Context: an optimization exercise on an open-source flow, tuned for small area, a short achievable clock period and few clock cycles. The choices shown serve that exercise and are no tape-out recipe. Only simulation tests tie the RTL to the original design; equivalence was not proved.

`flow/config.mk`:
```
export PLATFORM = sky130hd
export DESIGN_NAME = EC_TOP
export DESIGN_NICKNAME = EC_TOP
export VERILOG_FILES = /design/flow/design.v
export SDC_FILE = /design/flow/constraint.sdc
export NUM_CORES = 4
export LEC_CHECK = 0
export CAP_MARGIN = 20
export CORE_MARGIN = 2
export CORE_UTILIZATION = 40
export CTS_BUF_LIST = sky130_fd_sc_hd__clkbuf_8 sky130_fd_sc_hd__clkbuf_16
export CTS_CLUSTER_SIZE = 40
export SLEW_MARGIN = 20
```
`flow/constraint.sdc`:
```
create_clock -name core_clock -period 77.0 [get_ports {clk}]
set_input_delay 15.4000 -clock core_clock [delete_from_list [all_inputs] [get_ports {clk}]]
set_output_delay 15.4000 -clock core_clock [all_outputs]
set_load 0.01 [all_outputs]
```
`flow/design.v`:
```
module INV_IP (IN_P, IN_K, OUT_INV);
input  [5:0] IN_P;
input  [4:0] IN_K;
output [5:0] OUT_INV;
wire [10:0] sel = {IN_P, IN_K};
assign OUT_INV[0] =
    (sel[8] & sel[7] & sel[6] & ~sel[2] & sel[1] & sel[0])
  | (~sel[9] & sel[3] & ~sel[2] & sel[1] & sel[0])
  | (sel[6] & sel[3] & sel[1] & ~sel[0])
  | (~sel[10] & sel[9] & ~sel[6] & ~sel[3] & ~sel[2] & sel[1] & sel[0])
  | (sel[9] & ~sel[7] & ~sel[4] & ~sel[3] & ~sel[2] & sel[1] & sel[0])
  | (sel[4] & sel[2] & sel[1] & ~sel[0])
  | (~sel[9] & ~sel[8] & sel[2] & ~sel[1])
  | (~sel[9] & ~sel[7] & sel[6] & sel[2] & sel[1] & sel[0])
  | (~sel[10] & sel[8] & sel[6] & ~sel[2] & ~sel[0])
  | (sel[4] & sel[3] & ~sel[1] & ~sel[0])
  | (~sel[10] & sel[8] & sel[6] & sel[2] & ~sel[1])
  | (~sel[10] & ~sel[7] & sel[6] & sel[2] & ~sel[0])
  | (sel[10] & sel[8] & ~sel[6] & ~sel[3] & sel[2] & sel[1])
  | (sel[10] & ~sel[9] & ~sel[6] & ~sel[3] & sel[2] & sel[0])
  | (sel[9] & ~sel[8] & ~sel[2] & ~sel[1] & ~sel[0])
  | (~sel[10] & sel[7] & ~sel[6] & sel[2] & ~sel[0])
  | (~sel[9] & ~sel[7] & sel[3] & sel[2] & ~sel[0])
  | (sel[10] & ~sel[9] & ~sel[7] & sel[6] & ~sel[4] & ~sel[3] & ~sel[2] & ~sel[1])
  | (~sel[8] & sel[3] & sel[2] & ~sel[0])
  | (sel[10] & sel[9] & sel[8] & sel[7] & ~sel[4] & ~sel[3] & ~sel[2])
  | (~sel[6] & ~sel[3] & ~sel[2] & ~sel[1] & ~sel[0])
  | (sel[9] & sel[6] & ~sel[4] & ~sel[2] & ~sel[1] & ~sel[0])
  | (sel[9] & sel[8] & sel[4] & ~sel[3] & ~sel[2] & ~sel[1] & sel[0])
  | (~sel[9] & ~sel[8] & sel[6])
  | (~sel[10] & ~sel[8] & sel[3])
  | (sel[9] & ~sel[8] & sel[7] & ~sel[6] & sel[2] & sel[1] & ~sel[0])
  | (sel[10] & sel[8] & sel[7] & ~sel[4] & sel[3] & ~sel[2] & ~sel[1] & sel[0])
  | (~sel[9] & sel[8] & ~sel[6] & sel[3] & ~sel[2] & ~sel[1])
  | (~sel[9] & ~sel[7] & sel[6] & sel[4] & sel[1] & ~sel[0])
  | (sel[9] & sel[6] & sel[2] & ~sel[1] & sel[0])
  | (sel[7] & ~sel[6] & sel[4] & ~sel[3] & sel[1] & ~sel[0])
  | (~sel[7] & ~sel[6] & ~sel[4] & ~sel[3] & ~sel[2] & ~sel[0])
  | (~sel[9] & sel[4] & sel[2])
  | (~sel[8] & ~sel[7] & sel[6] & ~sel[1])
  | (~sel[9] & ~sel[8] & ~sel[3] & ~sel[2] & ~sel[0])
  | (sel[8] & ~sel[6] & sel[4] & ~sel[1] & ~sel[0])
  | (sel[10] & ~sel[9] & ~sel[8] & ~sel[4] & ~sel[3] & ~sel[1])
  | (~sel[10] & sel[9] & sel[8] & sel[6] & ~sel[3] & sel[0])
  | (sel[10] & sel[7] & sel[6] & ~sel[4] & ~sel[3] & ~sel[0])
  | (sel[7] & sel[6] & sel[4] & sel[0])
  | (sel[10] & ~sel[9] & ~sel[7] & sel[6] & ~sel[4] & ~sel[3] & ~sel[2] & sel[0])
  | (~sel[10] & ~sel[9] & sel[8] & sel[7] & ~sel[2] & ~sel[1])
  | (~sel[8] & sel[7] & ~sel[3] & sel[2] & ~sel[1] & sel[0])
  | (~sel[9] & sel[8] & sel[7] & sel[3] & ~sel[1] & sel[0]);
assign OUT_INV[1] =
    (sel[7] & sel[6] & sel[4] & ~sel[1])
  | (~sel[10] & sel[6] & sel[3] & sel[1])
  | (~sel[10] & sel[9] & ~sel[6] & ~sel[2] & ~sel[1] & sel[0])
  | (~sel[9] & sel[7] & sel[2] & ~sel[1] & sel[0])
  | (~sel[6] & sel[4] & ~sel[2] & ~sel[1] & sel[0])
  | (~sel[8] & ~sel[6] & sel[3] & ~sel[1] & sel[0])
  | (sel[10] & sel[8] & sel[7] & ~sel[6] & ~sel[4] & sel[3] & ~sel[1] & ~sel[0])
  | (sel[10] & ~sel[9] & sel[6] & ~sel[3] & ~sel[2] & sel[1] & ~sel[0])
  | (sel[9] & ~sel[8] & sel[7] & ~sel[6] & ~sel[4] & ~sel[3] & sel[1] & sel[0])
  | (~sel[9] & ~sel[6] & sel[2] & ~sel[1] & sel[0])
  | (~sel[10] & sel[9] & sel[8] & sel[6] & ~sel[3] & sel[2] & ~sel[1] & ~sel[0])
  | (~sel[10] & ~sel[9] & sel[7] & sel[2])
  | (sel[9] & sel[7] & sel[6] & sel[3] & ~sel[2] & ~sel[0])
  | (~sel[9] & ~sel[7] & ~sel[3] & sel[2] & sel[1])
  | (~sel[10] & ~sel[8] & ~sel[6] & ~sel[1] & sel[0])
  | (~sel[9] & sel[7] & ~sel[6] & sel[3] & sel[2])
  | (sel[10] & sel[9] & ~sel[6] & ~sel[4] & ~sel[3] & ~sel[2] & sel[1] & sel[0])
  | (~sel[8] & sel[7] & sel[6] & ~sel[2] & sel[1])
  | (~sel[10] & ~sel[7] & sel[6] & sel[2] & sel[1])
  | (sel[8] & ~sel[6] & sel[3] & sel[2] & ~sel[1] & ~sel[0])
  | (sel[10] & sel[9] & ~sel[7] & ~sel[4] & ~sel[3] & sel[2] & ~sel[0])
  | (~sel[7] & sel[4] & sel[2] & sel[0])
  | (sel[9] & ~sel[8] & ~sel[6] & ~sel[3] & sel[2] & ~sel[1] & ~sel[0])
  | (~sel[6] & sel[4] & sel[3] & sel[1])
  | (~sel[9] & ~sel[7] & ~sel[6] & ~sel[4] & ~sel[3] & sel[0])
  | (~sel[10] & sel[9] & ~sel[6] & ~sel[2] & sel[1] & ~sel[0])
  | (~sel[9] & sel[4] & sel[1] & ~sel[0])
  | (~sel[10] & ~sel[8] & sel[7] & sel[2] & ~sel[1] & ~sel[0])
  | (sel[9] & ~sel[7] & sel[2] & ~sel[1] & sel[0])
  | (~sel[9] & ~sel[8] & ~sel[2] & sel[1] & ~sel[0])
  | (sel[10] & sel[8] & sel[7] & ~sel[6] & ~sel[3] & sel[2] & ~sel[0])
  | (sel[9] & sel[6] & sel[4] & ~sel[1] & sel[0])
  | (sel[10] & sel[8] & sel[7] & ~sel[4] & ~sel[3] & sel[2] & ~sel[1] & sel[0])
  | (sel[9] & ~sel[8] & sel[7] & ~sel[6] & ~sel[2] & sel[0])
  | (~sel[8] & sel[4] & ~sel[2] & sel[1])
  | (~sel[10] & ~sel[6] & sel[3] & sel[2])
  | (~sel[8] & sel[3] & sel[2] & sel[1] & ~sel[0])
  | (~sel[7] & sel[6] & ~sel[4] & sel[3] & ~sel[2] & sel[1] & sel[0])
  | (sel[6] & sel[4] & ~sel[3] & ~sel[2] & ~sel[1] & ~sel[0])
  | (~sel[10] & sel[8] & sel[6] & sel[3] & sel[0])
  | (sel[9] & sel[8] & ~sel[7] & ~sel[4] & sel[3] & ~sel[1] & ~sel[0])
  | (~sel[9] & ~sel[7] & sel[6] & sel[3] & sel[2] & ~sel[0])
  | (~sel[7] & ~sel[6] & sel[3] & ~sel[2] & sel[1] & ~sel[0])
  | (~sel[8] & ~sel[7] & sel[6] & sel[1] & sel[0])
  | (sel[9] & sel[8] & ~sel[6] & sel[3] & sel[2] & sel[1] & sel[0])
  | (~sel[10] & sel[8] & ~sel[6] & sel[2] & sel[1] & sel[0])
  | (~sel[9] & sel[8] & sel[7] & ~sel[4] & ~sel[3] & sel[1] & sel[0])
  | (~sel[6] & sel[4] & sel[3] & sel[0])
  | (~sel[9] & ~sel[7] & sel[6] & sel[3] & ~sel[2] & ~sel[1]);
assign OUT_INV[2] =
    (sel[10] & sel[8] & sel[7] & sel[3] & ~sel[1] & sel[0])
  | (sel[6] & sel[4] & sel[3] & sel[0])
  | (sel[9] & ~sel[7] & ~sel[4] & ~sel[2] & sel[1] & ~sel[0])
  | (sel[9] & sel[8] & sel[6] & ~sel[4] & ~sel[3] & ~sel[2] & ~sel[1] & sel[0])
  | (~sel[9] & ~sel[7] & sel[3] & ~sel[1] & ~sel[0])
  | (~sel[9] & sel[8] & ~sel[6] & sel[2] & ~sel[1] & sel[0])
  | (sel[8] & sel[7] & sel[6] & sel[2] & sel[1])
  | (~sel[7] & sel[4] & sel[2] & ~sel[0])
  | (sel[10] & sel[9] & ~sel[4] & sel[3] & ~sel[2] & ~sel[1] & sel[0])
  | (sel[9] & sel[7] & sel[4] & ~sel[2] & ~sel[1] & ~sel[0])
  | (sel[10] & sel[9] & ~sel[8] & ~sel[3] & sel[2] & ~sel[1])
  | (~sel[7] & ~sel[6] & ~sel[3] & ~sel[2] & sel[1] & sel[0])
  | (~sel[10] & sel[9] & sel[8] & sel[2] & ~sel[1] & ~sel[0])
  | (~sel[10] & ~sel[6] & sel[3] & ~sel[1] & ~sel[0])
  | (sel[6] & ~sel[3] & sel[2] & sel[1] & sel[0])
  | (sel[10] & sel[9] & ~sel[7] & ~sel[3] & sel[2] & ~sel[1] & ~sel[0])
  | (sel[8] & sel[7] & sel[6] & ~sel[3] & sel[2] & ~sel[0])
  | (~sel[10] & sel[8] & ~sel[7] & sel[2])
  | (sel[10] & sel[8] & sel[7] & ~sel[4] & ~sel[3] & sel[2] & sel[1] & ~sel[0])
  | (~sel[7] & ~sel[6] & ~sel[4] & ~sel[1] & sel[0])
  | (~sel[9] & sel[7] & ~sel[6] & sel[3] & sel[1])
  | (~sel[9] & ~sel[7] & sel[6] & sel[4] & ~sel[0])
  | (sel[10] & ~sel[8] & sel[2] & sel[1] & sel[0])
  | (sel[10] & ~sel[9] & ~sel[7] & ~sel[4] & ~sel[3] & ~sel[2] & sel[0])
  | (sel[10] & sel[6] & sel[3] & ~sel[2] & ~sel[1] & ~sel[0])
  | (~sel[9] & sel[7] & sel[4] & sel[1] & ~sel[0])
  | (~sel[6] & sel[4] & sel[3] & ~sel[0])
  | (~sel[10] & ~sel[7] & ~sel[1] & sel[0])
  | (sel[9] & sel[8] & sel[7] & sel[3] & sel[2] & ~sel[1])
  | (sel[10] & sel[9] & ~sel[8] & ~sel[4] & sel[1] & sel[0])
  | (sel[9] & sel[8] & ~sel[6] & sel[4] & ~sel[3] & sel[0])
  | (~sel[9] & sel[7] & sel[6] & ~sel[4] & sel[2] & sel[0])
  | (~sel[9] & sel[6] & sel[3] & ~sel[2] & sel[1] & sel[0])
  | (sel[10] & ~sel[9] & ~sel[8] & sel[1] & ~sel[0])
  | (~sel[10] & sel[9] & ~sel[8] & ~sel[3] & ~sel[2] & sel[1] & ~sel[0])
  | (~sel[8] & ~sel[7] & ~sel[6] & sel[1] & ~sel[0])
  | (~sel[10] & sel[9] & ~sel[6] & ~sel[3] & ~sel[2] & sel[1] & ~sel[0])
  | (~sel[10] & ~sel[8] & sel[2] & ~sel[1] & sel[0])
  | (~sel[9] & sel[8] & ~sel[6] & sel[3] & sel[2] & sel[0])
  | (~sel[7] & ~sel[6] & sel[4] & ~sel[1] & ~sel[0])
  | (~sel[10] & ~sel[9] & sel[7] & sel[6] & sel[0])
  | (~sel[9] & ~sel[7] & ~sel[3] & sel[2] & ~sel[1] & sel[0]);
assign OUT_INV[3] =
    (~sel[9] & sel[8] & sel[7] & sel[3] & sel[1])
  | (sel[10] & ~sel[7] & sel[6] & ~sel[4] & ~sel[2] & sel[1] & ~sel[0])
  | (sel[10] & ~sel[9] & ~sel[7] & ~sel[4] & ~sel[3] & ~sel[2] & ~sel[1] & sel[0])
  | (sel[9] & sel[3] & sel[2] & sel[1] & ~sel[0])
  | (~sel[7] & ~sel[6] & sel[3] & ~sel[2] & ~sel[1])
  | (sel[9] & ~sel[8] & ~sel[6] & sel[2] & sel[1] & sel[0])
  | (sel[9] & sel[8] & ~sel[7] & ~sel[3] & sel[2] & ~sel[1] & sel[0])
  | (sel[7] & sel[6] & ~sel[2] & sel[1] & sel[0])
  | (~sel[10] & sel[9] & sel[7] & ~sel[6] & ~sel[3] & sel[2] & ~sel[0])
  | (~sel[9] & sel[6] & ~sel[4] & ~sel[3] & sel[2] & sel[1] & ~sel[0])
  | (~sel[7] & ~sel[6] & ~sel[3] & sel[2] & sel[0])
  | (sel[4] & sel[3] & sel[2])
  | (~sel[10] & sel[8] & ~sel[7] & sel[1])
  | (sel[8] & ~sel[6] & sel[4] & sel[2] & sel[0])
  | (sel[9] & ~sel[8] & sel[7] & sel[6] & ~sel[2] & sel[1])
  | (~sel[10] & sel[9] & sel[7] & ~sel[6] & ~sel[2] & sel[0])
  | (~sel[10] & ~sel[7] & sel[3])
  | (sel[7] & sel[6] & sel[4] & ~sel[2])
  | (~sel[8] & ~sel[6] & sel[3] & ~sel[2] & ~sel[1] & ~sel[0])
  | (~sel[7] & ~sel[6] & sel[4] & sel[1] & ~sel[0])
  | (~sel[8] & sel[4] & ~sel[2] & ~sel[0])
  | (sel[9] & ~sel[8] & sel[6] & ~sel[3] & ~sel[2] & sel[0])
  | (sel[8] & ~sel[6] & ~sel[4] & ~sel[2] & ~sel[1] & sel[0])
  | (~sel[9] & ~sel[7] & sel[6] & sel[3] & sel[2] & sel[0])
  | (~sel[10] & sel[9] & ~sel[6] & sel[2] & ~sel[1] & sel[0])
  | (sel[10] & ~sel[9] & sel[7] & ~sel[6] & sel[2] & ~sel[1] & sel[0])
  | (sel[9] & sel[6] & sel[4] & ~sel[3] & ~sel[2] & sel[0])
  | (~sel[10] & sel[8] & sel[3] & ~sel[2] & ~sel[1] & ~sel[0])
  | (~sel[9] & sel[3] & ~sel[2] & sel[1] & sel[0])
  | (~sel[9] & sel[7] & ~sel[6] & ~sel[2] & sel[1] & ~sel[0])
  | (sel[10] & sel[9] & sel[8] & sel[7] & ~sel[4] & ~sel[3] & sel[2] & sel[1])
  | (sel[9] & sel[8] & sel[7] & sel[6] & ~sel[3] & sel[1])
  | (sel[10] & ~sel[9] & sel[7] & ~sel[4] & ~sel[3] & sel[2] & ~sel[1] & sel[0])
  | (sel[10] & sel[9] & ~sel[4] & sel[3] & ~sel[2] & ~sel[1] & sel[0])
  | (~sel[9] & sel[6] & sel[4] & ~sel[2] & ~sel[1] & ~sel[0])
  | (sel[10] & sel[9] & ~sel[8] & ~sel[4] & ~sel[3] & sel[2] & sel[0])
  | (sel[9] & sel[8] & sel[6] & ~sel[3] & ~sel[2] & sel[1] & ~sel[0])
  | (sel[9] & ~sel[7] & sel[3] & sel[2] & sel[1])
  | (sel[4] & sel[3] & sel[1] & sel[0])
  | (sel[10] & sel[9] & ~sel[8] & sel[3] & ~sel[2] & sel[0])
  | (sel[9] & ~sel[6] & ~sel[4] & sel[3] & ~sel[2] & sel[0])
  | (~sel[10] & ~sel[7] & sel[2] & sel[1] & sel[0])
  | (sel[10] & ~sel[7] & sel[6] & ~sel[4] & sel[2] & ~sel[1] & ~sel[0])
  | (sel[10] & ~sel[9] & ~sel[8] & ~sel[4] & ~sel[3] & ~sel[1] & sel[0]);
assign OUT_INV[4] =
    (~sel[10] & sel[3] & ~sel[2] & sel[0])
  | (sel[8] & sel[7] & sel[6] & ~sel[4] & ~sel[3] & ~sel[2] & sel[1] & ~sel[0])
  | (~sel[7] & ~sel[6] & sel[4] & sel[1] & sel[0])
  | (sel[10] & ~sel[8] & ~sel[4] & ~sel[3] & ~sel[1] & sel[0])
  | (sel[9] & sel[7] & sel[6] & sel[2] & sel[0])
  | (~sel[8] & sel[3] & ~sel[2] & sel[1] & sel[0])
  | (sel[10] & sel[8] & ~sel[6] & ~sel[4] & sel[3] & ~sel[1] & ~sel[0])
  | (sel[10] & sel[9] & ~sel[4] & sel[3] & sel[2] & ~sel[1] & ~sel[0])
  | (~sel[8] & sel[4] & sel[2] & ~sel[1] & ~sel[0])
  | (~sel[10] & sel[9] & sel[7] & ~sel[6] & ~sel[2] & sel[1] & sel[0])
  | (sel[10] & ~sel[9] & ~sel[7] & sel[6] & sel[2] & ~sel[1] & ~sel[0])
  | (~sel[8] & ~sel[6] & ~sel[4] & sel[3] & ~sel[2] & ~sel[0])
  | (sel[10] & sel[8] & sel[7] & ~sel[4] & ~sel[3] & ~sel[2] & sel[1] & ~sel[0])
  | (sel[10] & ~sel[9] & sel[6] & ~sel[4] & ~sel[3] & ~sel[2] & sel[1] & ~sel[0])
  | (sel[10] & sel[9] & sel[6] & ~sel[4] & ~sel[2] & sel[0])
  | (sel[9] & sel[8] & sel[6] & ~sel[2] & ~sel[1] & sel[0])
  | (sel[6] & sel[4] & sel[3] & ~sel[0])
  | (~sel[9] & ~sel[6] & sel[2] & sel[1] & ~sel[0])
  | (~sel[8] & sel[7] & sel[6] & sel[3] & ~sel[1])
  | (sel[8] & sel[4] & sel[2] & sel[1] & ~sel[0])
  | (sel[10] & ~sel[9] & ~sel[8] & ~sel[3] & ~sel[2] & sel[0])
  | (sel[9] & sel[8] & ~sel[7] & sel[2] & sel[1] & ~sel[0])
  | (sel[10] & sel[7] & sel[6] & ~sel[4] & ~sel[3] & sel[2])
  | (sel[10] & sel[9] & sel[8] & ~sel[6] & ~sel[4] & ~sel[3] & sel[2] & sel[0])
  | (~sel[8] & sel[4] & ~sel[2] & ~sel[1] & sel[0])
  | (~sel[9] & ~sel[7] & sel[6] & sel[4] & ~sel[1])
  | (~sel[10] & ~sel[6] & sel[3] & sel[1])
  | (sel[9] & ~sel[7] & sel[4] & ~sel[3] & sel[1] & sel[0])
  | (sel[10] & sel[9] & sel[8] & sel[7] & sel[3] & sel[2] & ~sel[1] & sel[0])
  | (~sel[9] & sel[8] & sel[7] & sel[6] & ~sel[4] & ~sel[3] & sel[0])
  | (~sel[9] & ~sel[7] & sel[6] & sel[2] & sel[1] & sel[0])
  | (sel[10] & sel[6] & ~sel[4] & ~sel[3] & ~sel[2] & ~sel[1] & sel[0])
  | (~sel[8] & sel[7] & ~sel[4] & ~sel[3] & sel[2] & sel[1] & ~sel[0])
  | (~sel[8] & sel[6] & sel[2] & ~sel[1] & ~sel[0])
  | (~sel[7] & ~sel[6] & sel[3] & ~sel[2] & sel[1] & sel[0]);
assign OUT_INV[5] =
    (sel[10] & sel[9] & ~sel[6] & ~sel[4] & ~sel[3] & sel[1])
  | (sel[9] & sel[8] & ~sel[7] & ~sel[4] & sel[2] & ~sel[1] & sel[0])
  | (sel[7] & sel[6] & sel[4] & sel[0])
  | (sel[9] & ~sel[7] & sel[3] & sel[2] & sel[0])
  | (sel[8] & ~sel[7] & ~sel[6] & ~sel[4] & ~sel[3] & ~sel[2] & sel[1] & ~sel[0])
  | (sel[10] & sel[9] & sel[8] & sel[3] & sel[1] & ~sel[0])
  | (sel[9] & ~sel[7] & sel[4] & ~sel[3] & ~sel[1] & ~sel[0])
  | (sel[10] & sel[9] & ~sel[6] & ~sel[3] & ~sel[2] & sel[1])
  | (sel[10] & sel[9] & sel[8] & sel[7] & ~sel[4] & ~sel[1] & sel[0])
  | (~sel[9] & sel[7] & sel[4] & sel[2] & ~sel[1])
  | (sel[10] & sel[9] & sel[8] & ~sel[4] & ~sel[3] & sel[2] & ~sel[0])
  | (sel[6] & sel[4] & sel[1] & sel[0])
  | (sel[10] & sel[7] & sel[6] & sel[3] & sel[1] & sel[0])
  | (~sel[9] & sel[8] & sel[7] & sel[3] & ~sel[1] & ~sel[0])
  | (sel[10] & sel[9] & ~sel[8] & ~sel[2] & sel[1] & ~sel[0])
  | (~sel[7] & ~sel[6] & sel[4] & ~sel[1] & sel[0])
  | (sel[9] & sel[7] & sel[4] & ~sel[3] & ~sel[2] & ~sel[0])
  | (~sel[9] & ~sel[7] & sel[6] & sel[3] & ~sel[2] & ~sel[1])
  | (~sel[9] & sel[8] & ~sel[6] & sel[3] & sel[2] & ~sel[1] & sel[0])
  | (sel[9] & sel[6] & sel[4] & ~sel[2] & ~sel[1] & ~sel[0])
  | (sel[9] & ~sel[8] & sel[7] & ~sel[6] & ~sel[3] & sel[1])
  | (sel[9] & ~sel[8] & sel[4] & ~sel[3] & sel[0])
  | (sel[7] & sel[4] & ~sel[3] & sel[2] & ~sel[1] & sel[0])
  | (sel[10] & ~sel[9] & ~sel[7] & sel[6] & ~sel[3] & ~sel[2] & sel[1] & sel[0])
  | (sel[10] & ~sel[9] & ~sel[6] & ~sel[3] & sel[2] & ~sel[1] & ~sel[0])
  | (~sel[9] & ~sel[7] & sel[6] & sel[3] & ~sel[2] & ~sel[0]);
endmodule
module EC_TOP(
    clk, rst_n, in_valid,
    in_Px, in_Py, in_Qx, in_Qy, in_prime, in_a,
    out_valid, out_Rx, out_Ry
);
input clk, rst_n, in_valid;
input [6-1:0] in_Px, in_Py, in_Qx, in_Qy, in_prime, in_a;
output reg out_valid;
output reg [6-1:0] out_Rx, out_Ry;
reg v1, vd, v2, v3, v4;
wire dbl;
always @(posedge clk or negedge rst_n) begin
    if (!rst_n) begin
        v1 <= 1'b0; vd <= 1'b0; v2 <= 1'b0; v3 <= 1'b0; v4 <= 1'b0;
    end else begin
        v1 <= in_valid;
        vd <= v1 & dbl;
        v2 <= (v1 & ~dbl) | vd;
        v3 <= v2;
        v4 <= v3;
    end
end
reg [5:0] px, py, qx, qy, pr, aa;
wire busy = v1 | vd | v2 | v3 | v4;
always @(posedge clk) begin
    if (!busy) begin
        px <= in_Px; py <= in_Py; qx <= in_Qx; pr <= in_prime; aa <= in_a;
    end
    qy <= in_Qy;
end
assign dbl = (px == qx) && (py == qy);
reg  [5:0] mm_a, mm_b;
reg  [7:0] mm_c;
reg  [11:0] mm_x;
reg  [8:0] mm_d1, mm_d2, mm_d3;
wire [7:0] p3 = {2'b00, pr} + {1'b0, pr, 1'b0};
integer k;
always @(*) begin
    mm_x = mm_a * mm_b + mm_c;
    for (k = 4; k >= 0; k = k - 2) begin
        mm_d1 = {1'b0, mm_x[k +: 8]} - {3'b000, pr};
        mm_d2 = {1'b0, mm_x[k +: 8]} - {2'b00, pr, 1'b0};
        mm_d3 = {1'b0, mm_x[k +: 8]} - {1'b0, p3};
        if (!mm_d3[8])      mm_x[k +: 8] = mm_d3[7:0];
        else if (!mm_d2[8]) mm_x[k +: 8] = mm_d2[7:0];
        else if (!mm_d1[8]) mm_x[k +: 8] = mm_d1[7:0];
    end
end
wire [5:0] mm_out = mm_x[5:0];
wire [6:0] ex   = dbl ? {py, 1'b0} : {1'b0, qx};
wire [6:0] ey   = dbl ? {1'b0, pr} : {1'b0, px};
wire [7:0] e, eo;
RIPPLE #(8) u_e  (.a({1'b0, ex}), .b(~{1'b0, ey}), .ci(1'b1), .s(e));
wire [7:0] emv  = e[0] ? 8'd0 : (e[7] ? {2'b00, pr} : ~{2'b00, pr});
RIPPLE #(8) u_eo (.a(e), .b(emv), .ci(~e[0] & ~e[7]), .s(eo));
wire       sg   = eo[7];
wire [4:0] kidx = sg ? ~eo[5:1] : eo[5:1];    
wire [5:0] rinv;
INV_IP I_INV_IP (.IN_P(pr), .IN_K(kidx), .OUT_INV(rinv));
reg [5:0] ra, rb;
reg       r_sg;
wire [5:0] mneg;                     
RIPPLE #(6) u_mn (.a(pr), .b(~mm_out), .ci(1'b1), .s(mneg));
wire [7:0] c3, c4;
RIPPLE #(8) u_c3 (.a({1'b0, px, 1'b0}), .b({2'b00, qx}), .ci(1'b0), .s(c3));     
RIPPLE #(8) u_c4 (.a({2'b00, pr}), .b(~{2'b00, py}), .ci(1'b1), .s(c4));          
always @(*) begin
    mm_a = ra; mm_b = rb; mm_c = 8'd0;
    if (v1) begin
        mm_a = dbl ? px : {pr[5:1], 1'b0};
        mm_b = dbl ? px : py;
        mm_c = dbl ? 8'd0 : {2'b00, qy};
    end
    if (vd) begin
        mm_b = 6'd3; mm_c = {2'b00, aa};
    end
    if (v3) mm_c = c3;
    if (v4) mm_c = c4;
end
always @(posedge clk) begin
    if (v1) r_sg <= sg;
    if (v1 | vd) ra <= mm_out;
    else if (v2) ra <= r_sg ? mneg : mm_out;
    if (v1) rb <= rinv;
    else if (v2) rb <= r_sg ? mm_out : mneg;
    else if (v3) rb <= mm_out;
end
wire [6:0] rxs;
wire [5:0] rxv;
RIPPLE #(7) u_rs (.a({1'b0, px}), .b(~{1'b0, rb}), .ci(1'b1), .s(rxs));
RIPPLE #(6) u_rv (.a(rxs[5:0]), .b(rxs[6] ? pr : 6'd0), .ci(1'b0), .s(rxv));   
always @(posedge clk or negedge rst_n) begin
    if (!rst_n) begin
        out_valid <= 1'b0; out_Rx <= 6'd0; out_Ry <= 6'd0;
    end else begin
        out_valid <= v4;
        out_Rx <= v4 ? rxv : 6'd0;
        out_Ry <= v4 ? mm_out : 6'd0;
    end
end
endmodule
module RIPPLE #(parameter N = 6) (a, b, ci, s);
input  [N-1:0] a, b;
input          ci;
output [N-1:0] s;
wire   [N:0]   c;
assign c[0] = ci;
genvar i;
generate
    for (i = 0; i < N; i = i + 1) begin : g
        assign s[i]   = a[i] ^ b[i] ^ c[i];
        assign c[i+1] = (a[i] & b[i]) | (c[i] & (a[i] ^ b[i]));
    end
endgenerate
endmodule
```
`flow/flow/run.sh`:
```
#!/bin/bash
# The standard layout, with the port buffers made from buf_2 cells instead of the
# delay buffers buffer_ports picks by default.
export BUFFER_PORTS_ARGS="-buffer_cell sky130_fd_sc_hd__buf_2"
bash standard.sh > standard.log 2>&1
```
`flow/standard.sh`:
```
#!/bin/bash
# synth_recipe.tcl (not shown) runs the flow's synth.tcl, then flattens the netlist and writes it again
# the make line also repeats each setting of config.mk as NAME=value (left out here)
make -C /OpenROAD-flow-scripts/flow DESIGN_CONFIG=/design/flow/config.mk WORK_HOME=/design/flow/orfs CLKGATE_MAP_FILE= SYNTH_SCRIPT=/design/flow/synth_recipe.tcl "${@:-finish}"
```
==> flow_summary.toml, run 1 <==
[logic_synthesis]
synth_top_area_share_pct = 13.7
yosys-top-cells-area = "ha_1 14%, edfxtp_1 13%, fa_1 12%"
ys.flop_type = "edfxtp_1"
syn_nets = 1447
ys_warn_count = 1
seq_area_frac_synth_pct = 18.1
synth_edf_count = 43
ys_async_sr_fraction_pct = 26.9
synth_top_cell_by_area = "ha_1"
syn_area_per_cell_um2 = 8.37
yosysUniqueCellTypes = 84
ys_ff_latch = 67
synth_area_um2 = 10300
netlist_instances = 1231

[critical_path]
required_ps = 61600
crit_chain = "buf_2"
cp-end-kind = "primary output"
crit_fanout = 1
critPathKind = "reg2out"
path_delay_family = "flip-flops"
cp.arrival_ps = 850
max_stage_delay_ps = 360
critPathBufInv = 1
start_kind = "flop"
crit_slowest_cell = "dfrtp_1"

[grt]
antenna_found_initial = 0
overflow = 0
grt_pass1_wl_mm = 51.3
first_global_vias = 9171
grtUsageTotal_pct = 24.4
grt_start_max_net_pins = 56

[detailed_routing]
num_vias = 9652
routed_wl_mm = 32.5
wl_per_cell_um = 20.4
drt_iter0_markers = 1007
drc_errors = 0
vias_per_cell = 6.07
ant_nets = 0
dr.pass1.iters = 6

[timing]
tightest_slew_ps = 951
slew_viol_final = 0
finClkSkew_ps = 31.1
setup_viol = 0
timing.final.crit_share_pct = 21.1
fin_crit_ps = 16250
timing.setup.tns_ps = 0
max_clock_freq_ghz = 0.0615
hold_viol = 0
rsz0062_at_grt = "false"
relSlewSlack_pct = 35.0

[placement]
dp_hpwl_mm = 23.5
placed_area_um2 = 11000
routabilityCongestion = 0.981
portBuffers = 51

[layout]
area_delta_synth_final_pct = 9.81
design_area_um2 = 11300
antenna_cells = 0
seq_area_um2 = 1860
drive_gt1_share_pct = 10.4
multi_input_area_um2 = 7950
nFillCells = 2529
layout.nets = 1472

[floorplan]
die_w_um = 165
core_um2 = 25300
start_util_pct = 40.8
num_io_pins = 52
rows = 58
die_height_um = 165
die-area_um2 = 27100

[clock_tree]
cts_tree = "done"
cts_max_path_buffers = 2
postCtsSetupBuffers = 0
numClockSinks = 67
cts-root-buf = "clkbuf_16"
htreeDepth = 3
postCtsHoldBufs = 0
cts-buffers-inserted = 9
clock_latency_ps = 360
clk_pin_slew_ps = 90
cts_resized = 0

[hold_path]
hp-class = "reg2reg"

[flow_run]
max_cap_violations = 0

[run_status]
status = "timing/DRC/antenna clean"
cell type report:
class	instances	area share, %
clock inverter	7	0.730
tap	330	3.65
sequential	67	16.4
timing repair buffer	76	3.91
inverter	92	3.05
clock buffer	9	1.99
multi-input combinational	1010	70.2
metal layers:
metal | global-route usage [%] | part of all wire (%)
met1 | 34.8 | 45
met2 | 37.1 | 44
met4 | 8.10 | 3.2
met5 | 0 | 0
met3 | 4.47 | 8.2
synth_stat cells (all sizes together), types with 13 or more instances:
cell type / n
ha: 113
o21a: 13
and2: 17
edfxtp: 43
clkbuf: 53
fa: 64
a21oi: 107
inv: 90
a31oi: 16
nand2b: 24
nor2b: 25
a21o: 21
nor2: 113
mux2i: 19
nand4: 13
a211oi: 26
nand3: 14
dfrtp: 18
xnor2: 37
nand2: 93
nor3: 24
o21ai: 73
xor2: 32
kinds of logic (layout without fill, tap and decap cells):
family / count (synthesis) / in the layout / share of synthesized area, %
xor gates and xnor gates: 69 / 69 / 5.86
muxes: 27 / 27 / 2.88
adders and majority gates: 177 / 177 / 26.1
DFF: 67 / 67 / 18.1
AOI/OAI and AO/OA: 382 / 382 / 25.1
and+or+nand+nor: 355 / 355 / 16.4
buffers and inverters: 154 / 184 / 5.62
worst paths after layout:
check                                    start                  end  slack [ps]  cells past startpoint
setup / recovery           out_Ry[1]$_DFF_PN0_            out_Ry[1]       60750                      1
hold reg to reg                   v2$_DFF_PN0_         v3$_DFF_PN0_         520                      0
hold / removal                    v2$_DFF_PN0_         v3$_DFF_PN0_         520                      0
setup reg to reg               px[2]$_DFFE_PN_      rb[5]$_DFFE_PP_       61060                     52
min in group asynchronous                rst_n  out_Ry[1]$_DFF_PN0_       14980                      1
max in group asynchronous                rst_n  out_Rx[2]$_DFF_PN0_       61670                      1
through the flow:
| stage | hold WS (ps) | utilization (%) | std cells | setup slack (ps) |
|---|---|---|---|---|
| 2_1_floorplan | 393 | - | 1231 | 61220 |
| 3_3_place_gp | 508 | 43.6 | 1575 | 61130 |
| 3_5_place_dp | 512 | 43.6 | 1575 | 61110 |
| 4_1_cts | 521 | 44.8 | 1591 | 60730 |
| 5_1_grt | 547 | 44.8 | 1591 | 59790 |
| 6_report | 518 | 44.8 | 1591 | 60750 |
flip-flops by register name (all words and copies together), names as in the netlist:
name       cells
ra             6
vd             1
py             6
out_valid      1
v1             1
rb             6
aa             6
v2             1
out_Ry         6
r_sg           1
px             6
qx             6
v4             1
pr             6
qy             6
v3             1
out_Rx         6
placed cells by master (no fill, tap or decap), types with 18 or more instances in the layout:
cell type | netlist | routed
xor2_1 | 32 | 28
dfrtp_1 | 18 | 18
mux2i_1 | 18 | 18
a21o_1 | 21 | 21
nor2b_1 | 25 | 25
inv_1 | 88 | 88
nand2b_1 | 24 | 24
a211oi_1 | 26 | 26
edfxtp_1 | 43 | 43
nor2_1 | 112 | 111
nand2_1 | 93 | 93
fa_1 | 64 | 64
buf_2 | 1 | 51
buf_4 | 0 | 25
ha_1 | 113 | 113
o21ai_0 | 66 | 66
nor3_1 | 24 | 24
a21oi_1 | 105 | 105
xnor2_1 | 37 | 32
worst register-to-register path: cells and delay by family (launching register included):
kind | cells | cell delay (ps)
buffers and inverters | 3 | 370
xor gates and xnor gates | 3 | 770
muxes | 3 | 1310
AOI/OAI and AO/OA | 20 | 4720
adders and majority gates | 12 | 5330
and+or+nand+nor | 11 | 2560
DFF | 1 | 570
Testbench counts, summed over its fixed seeds: cycles 15,024.
==> inputs of run 2 (changes only) <==
==> flow/flow/run.sh (replaced) <==
#!/bin/bash
# The standard layout, with two changes:
#  - the port buffers are buf_2 cells instead of the delay buffers buffer_ports picks;
#  - after the standard synthesis, its combinational logic is re-mapped by ABC with an
#    area script (flow/resynth.ys, flow/abc_area.script); the flip-flops are kept as the
#    standard synthesis made them.
set -uo pipefail
export BUFFER_PORTS_ARGS="-buffer_cell sky130_fd_sc_hd__buf_2"
HERE=$(pwd)
YOSYS=$FLOW_HOME/../tools/install/yosys/bin/yosys
[ -x "$YOSYS" ] || YOSYS=yosys
LIB=$FLOW_HOME/platforms/$FLOW_PLATFORM/lib/sky130_fd_sc_hd__tt_025C_1v80.lib
R=$HERE/orfs/results/$FLOW_PLATFORM/EC_TOP/base

bash standard.sh synth > standard_synth.log 2>&1 || exit 1
cp "$R/1_2_yosys.v" "$HERE/synth_std.v"

# flip-flop cell types used by the standard synthesis
FFS=$(grep -o 'sky130_fd_sc_hd__[a-z0-9_]*' "$HERE/synth_std.v" | sort -u | grep -E '__(e?s?df|dl|sdf|edf)' | sed 's/^/=/' | tr '\n' ' ')
DONTUSE=$(make -s -C "$FLOW_HOME" DESIGN_CONFIG="$HERE/config.mk" WORK_HOME="$HERE/orfs" print-DONT_USE_CELLS 2>/dev/null | sed 's/^DONT_USE_CELLS[ :=]*//' | tr ' ' '\n' | grep -v '^$' | sed 's/^/-dont_use /' | tr '\n' ' ')
sed -e "s|@LIB@|$LIB|g" -e "s|@IN@|$HERE/synth_std.v|" -e "s|@TOP@|$FLOW_TOP|g" -e "s|@FFS@|$FFS|" \
    -e "s|@DONTUSE@|$DONTUSE|" -e "s|@ABC@|$HERE/flow/abc_area.script|" -e "s|@STAT@|$HERE/resynth_stat.txt|" \
    -e "s|@OUT@|$HERE/synth_resynth.v|" flow/resynth.ys > resynth_run.ys
if "$YOSYS" -s resynth_run.ys > resynth.log 2>&1; then
  # keep the re-mapped netlist only if it has the same flip-flops (instance name and cell)
  ffs() { grep -E '^\s*sky130_fd_sc_hd__(e?s?df|dl|sdf|edf)' "$1" | awk '{print $1, $2}' | sort; }
  if [ -n "$(ffs "$HERE/synth_std.v")" ] && diff <(ffs "$HERE/synth_std.v") <(ffs "$HERE/synth_resynth.v") > resynth_ffcheck.log 2>&1; then
    cp "$HERE/synth_resynth.v" "$R/1_2_yosys.v"
    touch "$R/1_2_yosys.v"
    echo "re-mapped netlist used" >> resynth.log
  else
    echo "flip-flops differ: standard netlist kept" >> resynth.log
  fi
else
  echo "re-mapping failed: standard netlist kept" >> resynth.log
fi

bash standard.sh > standard.log 2>&1
==> flow/flow/abc_area.script (new file) <==
strash
dc2
dc2
dch -f
amap
topo
==> flow/flow/resynth.ys (new file) <==
# Re-map the combinational logic of the standard synthesis netlist for area.
# The flip-flops stay as they are (same instances, names and cells).
read_liberty -wb -ignore_miss_func -ignore_buses @LIB@
read_verilog @IN@
hierarchy -top @TOP@
blackbox @FFS@
flatten -wb -noscopeinfo
opt_clean -purge
abc -liberty @LIB@ @DONTUSE@ -script @ABC@
opt_clean -purge
hilomap -singleton -hicell sky130_fd_sc_hd__conb_1 HI -locell sky130_fd_sc_hd__conb_1 LO
splitnets
opt_clean -purge
insbuf -buf sky130_fd_sc_hd__buf_4 A X
tee -o @STAT@ stat -liberty @LIB@ @TOP@
select @TOP@
write_verilog -noattr -nohex -nodec -selected @OUT@
--- a/flow/config.mk
+++ b/flow/config.mk
@@ -10,4 +10,2 @@
 export CORE_UTILIZATION = 40
-export CTS_BUF_LIST = sky130_fd_sc_hd__clkbuf_8 sky130_fd_sc_hd__clkbuf_16
-export CTS_CLUSTER_SIZE = 40
 export SLEW_MARGIN = 20
==> flow_summary.toml, run 2 <==
[critical_path]
max_stage_delay_ps = 750
r2r_start = "py[4]$_DFFE_PN_"
timing.reg2reg.setup_slack_ps = 60280
required_ps = 77070
crit_fanout = 19
rr_worst_depth = 81
cp-end-kind = "flop"
critPathKind = "reg2reg"
crit_slowest_cell = "nor4_1"
cp.arrival_ps = 16780
start_kind = "flop"
r2r_end = "rb[5]$_DFFE_PP_"

[floorplan]
rows = 53
core_um2 = 21000
num_io_pins = 52
start_util_pct = 40.8
die_height_um = 150
die-area_um2 = 22600
die_w_um = 150

[timing]
timing.setup.tns_ps = 0
max_clock_freq_ghz = 0.0598
timing.final.crit_share_pct = 21.7
holdWs_ps = 425
hold_viol = 0
rsz0062_at_grt = "false"
fin_crit_ps = 16720
relSlewSlack_pct = 23.9
slew_viol_final = 0
setup_viol = 0
tightest_slew_ps = 1110
finClkSkew_ps = 10.9

[clock_tree]
postCtsHoldBufs = 0
htreeDepth = 3
cts_tree = "done"
clock_latency_ps = 340
cts-root-buf = "clkbuf_16"
cts-buffers-inserted = 9
numClockSinks = 67
clk_pin_slew_ps = 60
cts_resized = 0
cts_max_path_buffers = 2
postCtsSetupBuffers = 0

[hold_path]
min_from = "v2$_DFF_PN0_"
min_to = "v3$_DFF_PN0_"
hp-class = "reg2reg"
min_delay_path_depth = 0

[layout]
nFillCells = 2230
final_util_pct = 46.2
area_delta_synth_final_pct = 13.3
layout.nets = 1578
layout_commonest_cell = "nor2_1"
fin_cells = 1819
antenna_cells = 0
drive_gt1_share_pct = 6.22
final_cell_mix = "422 x nor2_1, 178 x a21oi_1, 141 x o21ai_0"

[logic_synthesis]
syn_nets = 1490
syn_area_per_cell_um2 = 5.92
ys_warn_count = 1
netlist_instances = 1451
synth_area_um2 = 8580

[placement]
portBuffers = 51
dp.cells = 1803
routabilityCongestion = 1.05
dp_hpwl_mm = 26.9

[run_status]
status = "timing/DRC/antenna clean"

[grt]
overflow = 0
grt_pass1_wl_mm = 55.9
grt_start_max_net_pins = 39
grtUsageTotal_pct = 32.2
antenna_found_initial = 0
first_global_vias = 10460

[detailed_routing]
drt_iter0_markers = 1590
num_vias = 11439
ant_nets = 0
vias_per_cell = 6.29
routed_wl_mm = 36.6
wl_per_cell_um = 20.1
drc_errors = 0
dr.pass1.iters = 7

[flow_run]
max_cap_violations = 0
## run 2: routing by layer
| metal | track usage, % | routed length (um) |
|---|---|---|
| met1 | 42.4 | 14900 |
| met4 | 15.8 | 1870 |
| met5 | 0 | 0 |
| met3 | 6.42 | 4080 |
| met2 | 50.1 | 15700 |
## run 2: worst max path at each step
stage / start / to / slack [ps] / cells past startpoint
6_report: py[4]$_DFFE_PN_ / rb[5]$_DFFE_PP_ / 60280 / 81
5_1_grt: px[0]$_DFFE_PN_ / rb[5]$_DFFE_PP_ / 57920 / 81
4_1_cts: px[0]$_DFFE_PN_ / rb[5]$_DFFE_PP_ / 60730 / 81
3_5_place_dp: px[1]$_DFFE_PN_ / rb[5]$_DFFE_PP_ / 60810 / 81
3_3_place_gp: out_Ry[4]$_DFF_PN0_ / out_Ry[4] / 61130 / 1
2_1_floorplan: out_Rx[0]$_DFF_PN0_ / out_Rx[0] / 61220 / 0
## run 2: layout make-up
| cell class | instances | area, um2 | share of cell area [%] |
|---|---|---|---|
| clock buffers | 13 | 304 | 3.13 |
| clock inverters | 3 | 25.0 | 0.257 |
| inverters | 140 | 526 | 5.41 |
| multi-input cells | 1244 | 6210 | 63.9 |
| flip-flops and latches | 67 | 1860 | 19.2 |
| well taps | 275 | 344 | 3.54 |
| repair buffers | 77 | 450 | 4.63 |
## run 2: worst max-delay path, delay by kind of cell, from the launching register on
| kind | cells | cell delay (ps) |
|---|---|---|
| buffers and inverters | 9 | 2440 |
| AND/OR/NAND/NOR | 35 | 6030 |
| flip-flops | 1 | 450 |
| AO/OA/AOI/OAI | 37 | 7520 |
## run 2: through the flow
| step | setup slack, ps | area [um2] |
|---|---|---|
| final | 60280 | 9720 |
| after detailed placement | 60810 | 9390 |
| after global routing | 57920 | 9720 |
| after CTS | 60730 | 9720 |
| after floorplan | 61220 | 8580 |
| after global placement | 61130 | 9390 |
==> inputs of run 3 (changes only) <==
==> flow/flow/abc_area.script (replaced) <==
strash
dc2
dc2
dch -f
amap
topo
upsize -c
dnsize -c
==> flow_summary.toml, run 3 <==
[run_status]
status = "timing/DRC/antenna clean"

[floorplan]
die-area_um2 = 23700
die_w_um = 154
start_util_pct = 41.0
num_io_pins = 52
rows = 54
die_height_um = 154
core_um2 = 22000

[detailed_routing]
num_vias = 11316
ant_nets = 0
wl_per_cell_um = 19.4
drt_iter0_markers = 1663
vias_per_cell = 6.21
drc_errors = 0
routed_wl_mm = 35.2
dr.pass1.iters = 8

[timing]
slew_viol_final = 0
fin_crit_ps = 16250
hold_viol = 0
timing.setup.tns_ps = 0
holdWs_ps = 427
relSlewSlack_pct = 26.4
timing.final.crit_share_pct = 21.1
tightest_slew_ps = 1100
max_clock_freq_ghz = 0.0615
rsz0062_at_grt = "false"
finClkSkew_ps = 20.2
setup_viol = 0

[clock_tree]
clock_latency_ps = 350
cts-root-buf = "clkbuf_16"
cts-buffers-inserted = 9
cts_resized = 0
postCtsHoldBufs = 0
cts_tree = "done"
postCtsSetupBuffers = 0
htreeDepth = 3
numClockSinks = 67
cts_max_path_buffers = 2
clk_pin_slew_ps = 70

[grt]
antenna_found_initial = 0
grt_pass1_wl_mm = 55.4
first_global_vias = 10342
grt_start_max_net_pins = 41
grtUsageTotal_pct = 29.2
overflow = 0

[layout]
drive_gt1_share_pct = 13.3
nFillCells = 2295
area_delta_synth_final_pct = 12.5
layout_commonest_cell = "nor2_1"
fin_cells = 1821
final_cell_mix = "407 x nor2_1, 167 x a21oi_1, 130 x nand2_1"
layout.nets = 1575
antenna_cells = 0
final_util_pct = 46.2

[critical_path]
path_delay_family = "flip-flops"
crit_fanout = 1
critPathBufInv = 1
r2r_start = "px[4]$_DFFE_PN_"
cp-end-kind = "primary output"
rr_worst_depth = 83
cp.arrival_ps = 850
r2r_end = "rb[5]$_DFFE_PP_"
required_ps = 61600
start_kind = "flop"
crit_end = "out_Ry[2]"
critPathKind = "reg2out"
crit_chain = "buf_2"
timing.reg2reg.setup_slack_ps = 64040
max_stage_delay_ps = 370
crit_slowest_cell = "dfrtp_1"
worstSetupStartpoint = "out_Ry[2]$_DFF_PN0_"
path_depth = 1

[logic_synthesis]
synth_area_um2 = 9010
netlist_instances = 1451
syn_area_per_cell_um2 = 6.21
syn_nets = 1490
ys_warn_count = 1

[flow_run]
max_cap_violations = 0

[placement]
dp.cells = 1805
portBuffers = 51
dp_hpwl_mm = 26.0
routabilityCongestion = 1.08

[hold_path]
hp-class = "reg2reg"
run 3: cell types whose count changed in the layout (fill, tap and decap cells not counted), sizes merged, moves of 3 or more:
cell,change
clkbuf,-4
inv,+46
clkinv,-44
bufinv,+3
buf,-3
run 3: cell type report:
cell class,count,area (um2),area share (%)
flip-flops and latches,67,1860,18.4
inverters,140,559,5.52
well taps,280,350,3.46
multi-input cells,1244,6600,65.1
clock buffers,9,225,2.22
repair buffers,74,428,4.22
clock inverters,7,115,1.14
run 3: worst reg2reg max path: cells and delay by family, from the launching register on:
family,cells,cell delay [ps]
flip-flops,1,600
buffers and inverters,8,980
AND/OR/NAND/NOR,38,5530
AO/OA/AOI/OAI,37,5560
run 3: through the flow:
step / setup slack [ps] / area, um2
finish: 60750 / 10100
global route: 60730 / 10100
CTS: 60730 / 10100
detailed placement: 61120 / 9800
global placement: 61130 / 9800
floorplan: 61220 / 9010
run 3: how the worst min path moves through the flow:
| stage | start | end | slack (ps) | cells after the start |
|---|---|---|---|---|
| 2_1_floorplan | v2$_DFF_PN0_ | v3$_DFF_PN0_ | 360 | 0 |
| 3_3_place_gp | v3$_DFF_PN0_ | v4$_DFF_PN0_ | 420 | 0 |
| 3_5_place_dp | v2$_DFF_PN0_ | v3$_DFF_PN0_ | 420 | 0 |
| 4_1_cts | v3$_DFF_PN0_ | v4$_DFF_PN0_ | 420 | 0 |
| 5_1_grt | v3$_DFF_PN0_ | v4$_DFF_PN0_ | 440 | 0 |
| 6_report | v3$_DFF_PN0_ | v4$_DFF_PN0_ | 430 | 0 |
run 3: metal layers:
metal / vias up / wire, um / global-route usage [%]
li1: 5486 / - / -
met1: 5015 / 14500 / 39.0
met2: 654 / 15300 / 46.2
met3: 161 / 3860 / 6.23
met4: 0 / 1630 / 11.5
met5: - / 0 / 0
==> inputs of run 4 (changes only) <==
--- a/flow/flow/run.sh
+++ b/flow/flow/run.sh
@@ -18,3 +18,4 @@
 # flip-flop cell types used by the standard synthesis
-FFS=$(grep -o 'sky130_fd_sc_hd__[a-z0-9_]*' "$HERE/synth_std.v" | sort -u | grep -E '__(e?s?df|dl|sdf|edf)' | sed 's/^/=/' | tr '\n' ' ')
+FFRE='sky130_fd_sc_hd__(e?s?df[a-z]*|dl[xr][a-z]*)_[0-9]+'
+FFS=$(grep -oE "$FFRE" "$HERE/synth_std.v" | sort -u | sed 's/^/=/' | tr '\n' ' ')
 DONTUSE=$(make -s -C "$FLOW_HOME" DESIGN_CONFIG="$HERE/config.mk" WORK_HOME="$HERE/orfs" print-DONT_USE_CELLS 2>/dev/null | sed 's/^DONT_USE_CELLS[ :=]*//' | tr ' ' '\n' | grep -v '^$' | sed 's/^/-dont_use /' | tr '\n' ' ')
@@ -25,4 +26,9 @@
   # keep the re-mapped netlist only if it has the same flip-flops (instance name and cell)
-  ffs() { grep -E '^\s*sky130_fd_sc_hd__(e?s?df|dl|sdf|edf)' "$1" | awk '{print $1, $2}' | sort; }
-  if [ -n "$(ffs "$HERE/synth_std.v")" ] && diff <(ffs "$HERE/synth_std.v") <(ffs "$HERE/synth_resynth.v") > resynth_ffcheck.log 2>&1; then
+  ffs() { grep -E "^\s*$FFRE " "$1" | awk '{print $1, $2}' | sort; }
+  # cells the platform marks don't-use must not appear
+  BAD=0
+  for c in $(echo "$DONTUSE" | sed 's/-dont_use//g'); do
+    if grep -q "^\s*$c " "$HERE/synth_resynth.v"; then BAD=1; fi
+  done
+  if [ $BAD -eq 0 ] && [ -n "$(ffs "$HERE/synth_std.v")" ] && diff <(ffs "$HERE/synth_std.v") <(ffs "$HERE/synth_resynth.v") > resynth_ffcheck.log 2>&1; then
     cp "$HERE/synth_resynth.v" "$R/1_2_yosys.v"
@@ -31,3 +37,3 @@
   else
-    echo "flip-flops differ: standard netlist kept" >> resynth.log
+    echo "flip-flops differ or a don't-use cell appears: standard netlist kept" >> resynth.log
   fi
==> flow/flow/abc_area.script (replaced) <==
strash
dc2
dc2
dc2
dch -f
amap
topo
upsize -c -D 12500
dnsize -c -D 12500
==> flow_summary.toml, run 4 <==
[timing]
timing.setup.tns_ps = 0
slew_viol_final = 0
hold_viol = 0
relSlewSlack_pct = 26.7
max_clock_freq_ghz = 0.0616
timing.final.crit_share_pct = 21.1
rsz0062_at_grt = "false"
tightest_slew_ps = 1100
finClkSkew_ps = 13.2
fin_crit_ps = 16240
setup_viol = 0

[floorplan]
die-area_um2 = 22500
core_um2 = 21000
start_util_pct = 40.7
die_w_um = 150
rows = 53
num_io_pins = 52
die_height_um = 150

[critical_path]
critPathBufInv = 1
cp-end-kind = "primary output"
start_kind = "flop"
crit_chain = "buf_2"
required_ps = 61600
path_delay_family = "flip-flops"
crit_fanout = 1
crit_slowest_cell = "dfrtp_1"
timing.reg2reg.setup_slack_ps = 60850
max_stage_delay_ps = 370
r2r_end = "rb[5]$_DFFE_PP_"
r2r_start = "py[4]$_DFFE_PN_"
critPathKind = "reg2out"
cp.arrival_ps = 840
rr_worst_depth = 77

[detailed_routing]
vias_per_cell = 6.27
routed_wl_mm = 35.8
num_vias = 11157
drt_iter0_markers = 1317
dr.pass1.iters = 6
wl_per_cell_um = 20.1
drc_errors = 0
ant_nets = 0

[layout]
design_area_um2 = 9620
antenna_cells = 0
area_delta_synth_final_pct = 12.7
drive_gt1_share_pct = 7.51
final_cell_mix = "410 x nor2_1, 168 x a21oi_1, 131 x nand2_1, 131 x o21ai_0, 114 x clkinv_1"
layout.nets = 1539
layout_commonest_cell = "nor2_1"

[clock_tree]
clock_latency_ps = 340
cts-buffers-inserted = 9
numClockSinks = 67
postCtsHoldBufs = 0
cts_tree = "done"
cts_max_path_buffers = 2
htreeDepth = 3
postCtsSetupBuffers = 0
cts_resized = 0
clk_pin_slew_ps = 70
cts-root-buf = "clkbuf_16"

[grt]
grt_pass1_wl_mm = 55.6
first_global_vias = 10207
antenna_found_initial = 0
overflow = 0
grt_start_max_net_pins = 44
grtUsageTotal_pct = 32.1

[logic_synthesis]
syn_area_per_cell_um2 = 6.02
syn_nets = 1456
netlist_instances = 1417
ys_warn_count = 1
synth_area_um2 = 8530

[placement]
routabilityCongestion = 0.996
portBuffers = 51
placed_area_um2 = 9300
dp_hpwl_mm = 26.1

[hold_path]
hp-class = "reg2reg"
min_from = "v2$_DFF_PN0_"
min_delay_path_depth = 0
min_to = "v3$_DFF_PN0_"

[run_status]
status = "timing/DRC/antenna clean"

[flow_run]
max_cap_violations = 0
[run 4: final cells by class]
| class | instances | area (um2) |
|---|---|---|
| Clock buffer | 10 | 229 |
| Clock inverter | 6 | 88.8 |
| Fill cell | 2286 | 11300 |
| Inverter | 128 | 482 |
| Multi-Input combinational cell | 1222 | 6200 |
| Sequential cell | 67 | 1860 |
| Tap cell | 275 | 344 |
| Timing Repair Buffer | 72 | 413 |
[run 4: stage by stage]
step	util [%]	setup WS, ps	instances	hold WS [ps]
2_1_floorplan	-	61220	1417	361
3_3_place_gp	44.4	61130	1764	368
4_1_cts	45.9	60740	1780	407
3_5_place_dp	44.4	61120	1764	393
5_1_grt	45.9	59290	1780	411
6_report	45.9	60760	1780	405
[run 4: routing by layer]
layer / track usage [%] / vias up / wire length, um
li1: - / 5390 / -
met1: 42.3 / 4904 / 14500
met5: 0 / - / 0
met4: 15.8 / 0 / 1830
met2: 49.6 / 713 / 15500
met3: 6.83 / 150 / 4070
[run 4: worst max-delay path by stage]
stage | from | end | slack [ps] | cells past startpoint
after detailed placement | out_Rx[3]$_DFF_PN0_ | out_Rx[3] | 61120 | 1
after CTS | out_Rx[3]$_DFF_PN0_ | out_Rx[3] | 60740 | 1
after global placement | out_Rx[4]$_DFF_PN0_ | out_Rx[4] | 61130 | 1
after floorplan | out_Rx[0]$_DFF_PN0_ | out_Rx[0] | 61220 | 0
final | out_Rx[3]$_DFF_PN0_ | out_Rx[3] | 60760 | 1
after global routing | py[4]$_DFFE_PN_ | rb[5]$_DFFE_PP_ | 59290 | 74
==> inputs of run 5 (changes only) <==
==> flow/flow/abc_area.script (replaced) <==
strash
dc2
dc2
dch -f
amap
topo
upsize -c
dnsize -c
==> flow_summary.toml, run 5 <==
[run_status]
status = "timing/DRC/antenna clean"

[critical_path]
cp.arrival_ps = 850
crit_slowest_cell = "dfrtp_1"
crit_chain = "buf_2"
required_ps = 61600
critPathKind = "reg2out"
critPathBufInv = 1
crit_fanout = 1
cp-end-kind = "primary output"
path_delay_family = "flip-flops"
max_stage_delay_ps = 370
start_kind = "flop"

[placement]
pre_cts_ws_ps = 61120
portBuffers = 51
routabilityCongestion = 1.08
dp_hpwl_mm = 26.0

[grt]
antenna_found_initial = 0
use_met3_pct = 6.23
use_met2_pct = 46.2
grtUsageMet1_pct = 39.0
busiest_layer = "met2"
first_global_vias = 10342
grt_start_max_net_pins = 41
grtUsageTotal_pct = 29.2
overflow = 0
grt_pass1_wl_mm = 55.4

[floorplan]
die-area_um2 = 23700
num_io_pins = 52
die_height_um = 154
core_um2 = 22000
die_w_um = 154
start_util_pct = 41.0
rows = 54

[layout]
antenna_cells = 0
layout_commonest_cell = "nor2_1"
nFillCells = 2295
final_util_pct = 46.2
final_cell_mix = "407 x nor2_1, 167 x a21oi_1, 130 x nand2_1"
area_delta_synth_final_pct = 12.5
layout.nets = 1575
drive_gt1_share_pct = 13.3

[clock_tree]
htreeDepth = 3
cts_tree = "done"
postCtsSetupBuffers = 0
clk_pin_slew_ps = 70
cts-root-buf = "clkbuf_16"
cts_resized = 0
clock_latency_ps = 350
postCtsHoldBufs = 0
cts_max_path_buffers = 2
cts-buffers-inserted = 9
numClockSinks = 67

[detailed_routing]
dr.pass1.iters = 8
vias_per_cell = 6.21
drt_iter0_markers = 1663
num_vias = 11316
drc_errors = 0
routed_wl_mm = 35.2
ant_nets = 0
wl_per_cell_um = 19.4

[timing]
timing.setup.tns_ps = 0
timing.final.crit_share_pct = 21.1
relSlewSlack_pct = 26.4
finClkSkew_ps = 20.2
setup_viol = 0
hold_viol = 0
holdWs_ps = 427
max_clock_freq_ghz = 0.0615
timing.final.ws_setup_ps = 60750
rsz0062_at_grt = "false"
slew_viol_final = 0
fin_crit_ps = 16250
tightest_slew_ps = 1100

[logic_synthesis]
syn_area_per_cell_um2 = 6.21
ys_warn_count = 1
netlist_instances = 1451
synth_area_um2 = 9010
syn_nets = 1490

[flow_run]
max_cap_violations = 0

[hold_path]
hp-class = "reg2reg"
## run 5: cell count changes in the layout (fill, tap and decap cells not counted), moves of 7 or more
cell and change:
o21ai_0 -37, o21ai_1 +29, clkinv_1 -21, inv_2 +19
a211oi_1 -14, o21ai_2 +12, and2_0 -11, a21oi_2 +10
nor2_2 +10, inv_1 +9, a22oi_1 -8, nand3_1 +8
a2111oi_0 +7, o22ai_1 -7
## run 5: through the flow
step	area, um2	instances
final	10100	1821
after global routing	10100	1821
after CTS	10100	1821
after detailed placement	9800	1805
after global placement	9800	1805
after floorplan	9010	1451
## run 5: path summary, 6_finish.rpt
check                                         start                   to  slack [ps]  cells past startpoint
max in group asynchronous                     rst_n         vd$_DFF_PN0_       61650                      1
worst min-delay path                   v3$_DFF_PN0_         v4$_DFF_PN0_         430                      0
worst min register to register         v3$_DFF_PN0_         v4$_DFF_PN0_         430                      0
min in group asynchronous                     rst_n  out_Rx[2]$_DFF_PN0_       15010                      1
worst max register to register      px[4]$_DFFE_PN_      rb[5]$_DFFE_PP_       64040                     83
worst max-delay path            out_Ry[2]$_DFF_PN0_            out_Ry[2]       60750                      1
## run 5: final cells by class
class / count / area, um2 / share of cell area, %
Timing Repair Buffer: 74 / 428 / 4.22
Tap cell: 280 / 350 / 3.46
Sequential cell: 67 / 1860 / 18.4
Clock inverter: 7 / 115 / 1.14
Clock buffer: 9 / 225 / 2.22
Multi-Input combinational cell: 1244 / 6600 / 65.1
Inverter: 140 / 559 / 5.52
## run 5: worst reg2reg max path: cells and delay by family (launching register included)
kind | cells | cell delay, ps
and+or+nand+nor | 38 | 5530
buffers and inverters | 8 | 980
AOI/OAI and AO/OA | 37 | 5560
DFF | 1 | 600
## run 5: per-layer routing
layer / part of all wire (%) / wire length (um) / up-vias
li1: - / - / 5486
met2: 43 / 15300 / 654
met5: 0 / 0 / -
met1: 41 / 14500 / 5015
met3: 11 / 3860 / 161
met4: 4.6 / 1630 / 0
==> inputs of run 6 (changes only) <==
==> flow/flow/abc_area.script (replaced) <==
strash
dc2
dc2
dc2
dch -f
amap
topo
upsize -c
dnsize -c
==> flow_summary.toml, run 6 <==
[detailed_routing]
drc_errors = 0
routed_wl_mm = 35.1
drt_iter0_markers = 1493
ant_nets = 0
vias_per_cell = 6.27
num_vias = 11159
dr.pass1.iters = 7
wl_per_cell_um = 19.8

[timing]
hold_viol = 0
max_clock_freq_ghz = 0.0614
relSlewSlack_pct = 33.4
timing.final.crit_share_pct = 21.2
setup_viol = 0
slew_viol_final = 0
fin_crit_ps = 16300
tightest_slew_ps = 989
holdWs_ps = 418
rsz0062_at_grt = "false"
finClkSkew_ps = 7.65
timing.setup.tns_ps = 0

[critical_path]
cp-end-kind = "primary output"
path_delay_family = "flip-flops"
timing.reg2reg.setup_slack_ps = 62400
rr_worst_depth = 80
worstSetupStartpoint = "out_Ry[2]$_DFF_PN0_"
path_depth = 1
r2r_end = "rb[5]$_DFFE_PP_"
r2r_start = "py[4]$_DFFE_PN_"
crit_slowest_cell = "dfrtp_1"
start_kind = "flop"
crit_chain = "buf_2"
crit_end = "out_Ry[2]"
max_stage_delay_ps = 400
crit_fanout = 1
required_ps = 61600
cp.arrival_ps = 900
critPathBufInv = 1
critPathKind = "reg2out"

[clock_tree]
clock_latency_ps = 350
cts-root-buf = "clkbuf_16"
postCtsSetupBuffers = 0
cts_resized = 0
numClockSinks = 67
cts_max_path_buffers = 2
postCtsHoldBufs = 0
htreeDepth = 3
cts-buffers-inserted = 9
cts_tree = "done"
clk_pin_slew_ps = 60

[layout]
design_area_um2 = 9750
layout_commonest_cell = "nor2_1"
area_delta_synth_final_pct = 12.3
layout.nets = 1538
final_cell_mix = "404 x nor2_1, 164 x a21oi_1, 131 x nand2_1"
drive_gt1_share_pct = 10.3
antenna_cells = 0
final_util_pct = 46.1

[logic_synthesis]
synth_area_um2 = 8680
syn_area_per_cell_um2 = 6.13
syn_nets = 1456
ys_warn_count = 1
netlist_instances = 1417

[placement]
placed_area_um2 = 9440
routabilityCongestion = 0.992
dp_hpwl_mm = 25.8
portBuffers = 51

[floorplan]
rows = 53
core_um2 = 21200
die-area_um2 = 22900
start_util_pct = 41.0
num_io_pins = 52
die_height_um = 151
die_w_um = 151

[grt]
grtUsageTotal_pct = 30.8
antenna_found_initial = 0
grt_pass1_wl_mm = 54.2
first_global_vias = 10070
grt_start_max_net_pins = 45
overflow = 0

[run_status]
status = "timing/DRC/antenna clean"

[flow_run]
max_cap_violations = 0

[hold_path]
hp-class = "reg2reg"
[run 6: cell count changes in the layout (fill, tap and decap cells not counted), sizes merged, moves of 6 or more]
cell     previous run  this run
nand3              30        21
a211oi             16        26
inv                46        28
nor2              423       413
a21oi             180       169
a2111oi            12         6
a222oi              1         7
a22oi              11        19
[run 6: layout make-up]
class	instances	area, um2
Sequential cell	67	1860
Clock buffer	11	233
Timing Repair Buffer	71	405
Clock inverter	5	77.6
Fill cell	2216	11400
Inverter	128	492
Tap cell	275	344
Multi-Input combinational cell	1222	6340
[run 6: worst min-delay path by stage]
stage	startpoint	endpoint	slack [ps]	depth (start not counted)
after floorplan	v2$_DFF_PN0_	v3$_DFF_PN0_	360	0
after global placement	v2$_DFF_PN0_	v3$_DFF_PN0_	390	0
after detailed placement	v2$_DFF_PN0_	v3$_DFF_PN0_	400	0
after CTS	v2$_DFF_PN0_	v3$_DFF_PN0_	400	0
after global routing	v2$_DFF_PN0_	v3$_DFF_PN0_	420	0
final	v2$_DFF_PN0_	v3$_DFF_PN0_	420	0
[run 6: metal layers]
metal	vias up	track usage (%)	routed length, um
li1	5388	-	-
met1	4951	41.4	14800
met2	661	48.1	15000
met3	159	6.23	3840
met4	0	12.9	1600
met5	-	0	0
[run 6: per-stage QoR]
stage / setup slack (ps) / instances
after global routing: 60700 / 1779
after CTS: 60700 / 1779
final: 60700 / 1779
after global placement: 61070 / 1763
after detailed placement: 61070 / 1763
after floorplan: 61220 / 1417

==> what the ideal ports hide <==
Ports are ideal in the flow. The routed layouts listed here were re-timed in OpenROAD.
Step 1: set_driving_cell puts a clkbuf_16 on clk and a buf_2 on each other input, an assumption about the parent block.
Step 2 adds t to the input delays and takes it off the output delays; t is the mean of the earliest and latest rising clock arrival at the registers after step 1. Input paths then give back, and output paths get back, about the clock's delay inside the block.
Slacks: no drivers / after step 1 / after step 2; pairs: no drivers / after step 1.
run	shift t [ns]	setup slack, ns	hold slack, ns	slew at the worst register clock pin (ns)
run 1	0.394	60.750 / 60.697 / 61.055	0.518 / 0.518 / 0.518	0.09 / 0.09
run 2	0.381	60.284 / 60.284 / 60.284	0.425 / 0.425 / 0.425	0.07 / 0.07
run 3	0.381	60.750 / 60.711 / 61.092	0.427 / 0.427 / 0.427	0.08 / 0.08
run 4	0.379	60.761 / 60.715 / 60.853	0.405 / 0.405 / 0.405	0.07 / 0.07
run 5	0.381	60.750 / 60.711 / 61.092	0.427 / 0.427 / 0.427	0.08 / 0.08
run 6	0.385	60.705 / 60.665 / 61.050	0.418 / 0.418 / 0.418	0.06 / 0.06
After both steps setup and hold are still met in every run listed.
